Context: an optimization exercise on an open-source flow, tuned for small area and a short achievable clock period. The choices shown serve that exercise and are no tape-out recipe. Where RTL was checked, it was by simulation tests only, not by an equivalence proof against the original. No activity file was given, so power comes from the tool's default toggle rates.

// lab1
module lab1(clear, sign, bcd_out, overflow, c, a, b, f, w, clk);
   input [5:0] a, b;
   input [1:0] f;
   input       w;
   input       clk;
   output reg [11:0] c;
   output        overflow;
   output [27:0] bcd_out;
   output        sign;
   output [5:0]  clear;
   wire       sub = f[0];
   wire [5:0] bx = b ^ {6{sub}};
   wire [5:0] as = a + bx + {5'd0, sub};
   wire [11:0] prod, qr;
   mul6s mul(.a(a), .b(b), .p(prod));
   div6  div(.a(a), .b(b), .qr(qr));
   assign overflow = ~f[1] & (a[5] ~^ bx[5]) & (as[5] ^ a[5]);
   assign clear = 6'b111111;
   always @(posedge clk)
     if (w) c <= {a, b};
     else if (f[1]) c <= f[0] ? qr : prod;
     else c <= {6'b0, as};
   wire [13:0] seg_lo, seg_hi;
   wire [27:0] seg_w;
   fseg conv_lo(.x(c[5:0]), .y(seg_lo));
   fseg conv_hi(.x(c[11:6]), .y(seg_hi));
   segb conv12(.c(c), .y(seg_w));
   wire m2 = f[1] & ~f[0];
   assign bcd_out = m2 ? seg_w : {seg_hi[13:7], seg_hi[6:0], seg_lo[13:7], seg_lo[6:0]};
   assign sign = f[1] ? ~c[11] : ~c[5];
endmodule
Size in the first run: ~750 cells after synthesis, roughly 12 flip-flops, ~64 I/O pins, roughly 0.0045 mm^2 of cells after synthesis.
Settings: LEC_CHECK=0, ABC_AREA=1, CAP_MARGIN=20, CORE_MARGIN=2, CORE_UTILIZATION=30, SLEW_MARGIN=20; clock period 15.0 ns.
standard.sh (not shown) runs the stock make flow with config.mk's settings and CLKGATE_MAP_FILE= SYNTH_SCRIPT=/design/flow/synth_recipe.tcl, a recipe that flattens the netlist after the stock synthesis.
==> flow/flow/run.sh <==
#!/bin/bash
# The standard layout (the standard.sh, unchanged synthesis), with two changes:
# - the port buffers that ORFS inserts at global placement use sky130_fd_sc_hd__buf_2
#   instead of the default pick (clkdlybuf4s50_1, a slow delay cell);
# - repair_timing aims for 9 ns of setup slack instead of 0, so that it keeps sizing
#   and buffering the paths that set the achieved period.
set -euo pipefail
export BUFFER_PORTS_ARGS="-buffer_cell sky130_fd_sc_hd__buf_2"
export SETUP_SLACK_MARGIN=9
bash standard.sh > standard_flow.log 2>&1
Edit:
Settings changed: TNS_END_PERCENT from default to 0.
=> Sequential power climbs by about 3%. Synthesized cell count stays the same. Maximum frequency climbs by 0.85%. Power drops by 35%. Die area stays the same. Routed wire length drops by 15%. Final area drops by 19%. Final cell count drops by 3.9%.
Edit:
--- a/flow/flow/run.sh
+++ b/flow/flow/run.sh
@@ -5 +5 @@
-# - repair_timing aims for 9 ns of setup slack instead of 0, so that it keeps sizing
+# - repair_timing aims for 8 ns of setup slack instead of 0, so that it keeps sizing
@@ -9 +9 @@
-export SETUP_SLACK_MARGIN=9
+export SETUP_SLACK_MARGIN=8
Settings changed: TNS_END_PERCENT 0 to default.
After rerunning: The changed run finished with timing, DRC and antenna clean. Synthesized area stays the same. Via count increases by 7.7%. Non-clock buffer count increases by 53. Routed wire length increases by about 15%. Final cell count increases by about 5%. Maximum frequency increases by 1.4%. Total power increases by 37%.
Edit:
==> flow/flow/run.sh (replaced) <==
#!/bin/bash
# The standard layout (the standard.sh), with two changes:
# - the port buffers that ORFS inserts at global placement use sky130_fd_sc_hd__buf_2
#   instead of the default pick (clkdlybuf4s50_1, a slow delay cell);
# - no adder map file, so Yosys's extract_fa step is skipped and ABC maps the adder
#   logic with the other gates (extract_fa wraps its full adders in inverters).
#   The registers are the same as the standard synthesis's.
set -euo pipefail
export BUFFER_PORTS_ARGS="-buffer_cell sky130_fd_sc_hd__buf_2"
export ADDER_MAP_FILE=
bash standard.sh > standard_flow.log 2>&1
After rerunning:
- setup slack is worse by 0.42 ns
- design area drops by 30%
- wire length drops by 19%
- global-route usage drops by 1.2 points
- utilization drops by 12 points
- total power drops by 46%
- non-clock buffer count drops by 107
- hold slack is better by 0.028 ns
Edit:
==> flow/flow/run.sh (replaced) <==
#!/bin/bash
# The standard layout (the standard.sh, unchanged synthesis), with one change:
# the port buffers that ORFS inserts at global placement use sky130_fd_sc_hd__buf_2
# instead of the cell buffer_ports picks by default (clkdlybuf4s50_1, a slow delay cell).
set -euo pipefail
export BUFFER_PORTS_ARGS="-buffer_cell sky130_fd_sc_hd__buf_2"
bash standard.sh > standard_flow.log 2>&1
What happened: The new run ran to the end with no violations. Design area rose by a few percent. Global-route usage went down by 1.7 points. Core utilization is lower by 0.18 points. Sequential power is higher by a few percent. Worst hold slack gets better by 0.0054 ns. Die area rises by a few percent. Worst setup slack gets worse by 0.062 ns. Wire length shrinks by a few percent. Final cell count falls by a little under a tenth. Synthesized area grows by a few percent. Sequential share of layout area came out lower by 0.20 points.
Edit:
==> flow/flow/run.sh (replaced) <==
#!/bin/bash
# The standard layout (the standard.sh, unchanged synthesis), with two changes:
# - the port buffers that ORFS inserts at global placement use sky130_fd_sc_hd__buf_2
#   instead of the default pick (clkdlybuf4s50_1, a slow delay cell);
# - repair_timing aims for 8 ns of setup slack instead of 0, so that it keeps sizing
#   and buffering the paths that set the achieved period.
set -euo pipefail
export BUFFER_PORTS_ARGS="-buffer_cell sky130_fd_sc_hd__buf_2"
export SETUP_SLACK_MARGIN=8
bash standard.sh > standard_flow.log 2>&1
Settings changed: TNS_END_PERCENT from default to 0.
Result: Setup slack gets better by 0.38 ns. Area after synthesis does not change. Sequential power came out higher slightly. Cell area rises by about a fifth.
No functional check of the RTL was part of any run of this note.

========
== run A ==
Another version of the RTL of lab1 (not shown whole).
Size in the first run: about 730 cells after synthesis, ~12 flip-flops, roughly 64 I/O pins, ~4400 um2 of cells after synthesis.
clock: 15.0 ns
lec_check: 0
abc_area: 1
cap_margin: 20
core_margin: 2
core_utilization: 30
slew_margin: 20
run.sh (not shown) runs the stock make flow with config.mk's settings and CLKGATE_MAP_FILE= SYNTH_SCRIPT=/design/flow/synth_recipe.tcl, a recipe that flattens the netlist after the stock synthesis.
Stock flow here: none of the scripts above is used.
Run A went all the way through synthesis, placement and routing and the layout is clean on timing, DRC and antenna.
For run Y, these inputs were changed with respect to run A:
Settings: ABC_AREA no longer set, was 1.
==> comparison <==
Run Y against run A; area of the core is up by more than 10%.
Taking run Y as 1.0, run A lands at 0.891 on power consumed by the clock network.
Run Y: via count 1109 above run A
Run Y vs run A — number of iterations in the first detailed-routing pass rose 1.

========
lab1 again, from the RTL that the note above started with.
Settings: LEC_CHECK=0, ABC_AREA=1, CAP_MARGIN=20, CORE_MARGIN=2, CORE_UTILIZATION=30, SLEW_MARGIN=20; clock period 15.0 ns.
standard.sh (not shown) runs the stock make flow with config.mk's settings and CLKGATE_MAP_FILE= SYNTH_SCRIPT=/design/flow/synth_recipe.tcl, a recipe that flattens the netlist after the stock synthesis.
==> flow/flow/run.sh <==
#!/bin/bash
# The standard layout (the standard.sh, unchanged synthesis), with one change:
# the port buffers that ORFS inserts at global placement use sky130_fd_sc_hd__buf_2
# instead of the cell buffer_ports picks by default (clkdlybuf4s50_1, a slow delay cell).
set -euo pipefail
export BUFFER_PORTS_ARGS="-buffer_cell sky130_fd_sc_hd__buf_2"
bash standard.sh > standard_flow.log 2>&1
The baseline produced a clean layout.
Edit:
==> flow/flow/run.sh (replaced) <==
#!/bin/bash
# The standard layout (the standard.sh), with two changes:
# - the port buffers that ORFS inserts at global placement use sky130_fd_sc_hd__buf_2
#   instead of the default pick (clkdlybuf4s50_1, a slow delay cell);
# - no adder map file, so Yosys's extract_fa step is skipped and ABC maps the adder
#   logic with the other gates (extract_fa wraps its full adders in inverters).
#   The registers are the same as the standard synthesis's.
set -euo pipefail
export BUFFER_PORTS_ARGS="-buffer_cell sky130_fd_sc_hd__buf_2"
export ADDER_MAP_FILE=
bash standard.sh > standard_flow.log 2>&1
What happened:
- The changed run finished clean
- critical path depth shrinks by 20
- routed wire length grows by 5.7%
- cell count grows by 11%
- global-route usage grows by 1.9 points

what the ideal ports hide:
In the flow no input, the clock included, has a driving cell. The finished layouts below were timed again as built, in two steps. Step 1: set_driving_cell puts a clkbuf_16 on clk and a buf_2 on each other input, an assumption about the parent block. Step 2 times the ports against the registers' clock, not the clock port: input delays grow and output delays shrink by t, the midpoint of the rising clock arrivals with the driver on. Three values: ideal ports, drivers, drivers and shift; two values: the first two.
run	shift t [ns]	setup slack, ns	hold WS [ns]	clock arrival spread, ns	worst register clock-pin slew, ns
the first run of note 1	0.273	7.078 / 7.018 / 6.807	3.025 / 3.054 / 3.327	0.002 / 0.001	0.05 / 0.05
the second run of note 1	0.266	7.144 / 7.120 / 6.864	3.108 / 3.123 / 3.389	0.000 / 0.001	0.04 / 0.04
the third run of note 1	0.263	7.253 / 7.234 / 6.971	3.078 / 3.085 / 3.348	0.003 / 0.002	0.04 / 0.04
the fourth run of note 1	0.267	6.828 / 6.781 / 6.781	3.106 / 3.093 / 3.360	0.000 / 0.000	0.04 / 0.04
the fifth run of note 1	0.272	6.765 / 6.732 / 6.927	3.112 / 3.103 / 3.375	0.002 / 0.002	0.04 / 0.04
the sixth run of note 1	0.266	7.144 / 7.120 / 6.864	3.108 / 3.123 / 3.389	0.000 / 0.001	0.04 / 0.04
run A	0.274	5.839 / 5.801 / 5.801	3.596 / 3.585 / 3.812	0.000 / 0.001	0.04 / 0.04
run Y	0.271	4.826 / 4.792 / 5.062	3.632 / 3.630 / 3.834	0.001 / 0.001	0.04 / 0.04
the first run of note 3	0.266	6.788 / 6.756 / 6.826	3.098 / 3.099 / 3.365	0.002 / 0.002	0.04 / 0.04
the second run of note 3	0.271	6.916 / 6.870 / 6.870	3.061 / 3.046 / 3.317	0.001 / 0.001	0.04 / 0.04
After both steps every run listed still meets setup and hold. For the third run of note 1, which loses most, drivers alone change the setup slack by -0.019 ns; drivers and shift together by -0.282 ns.
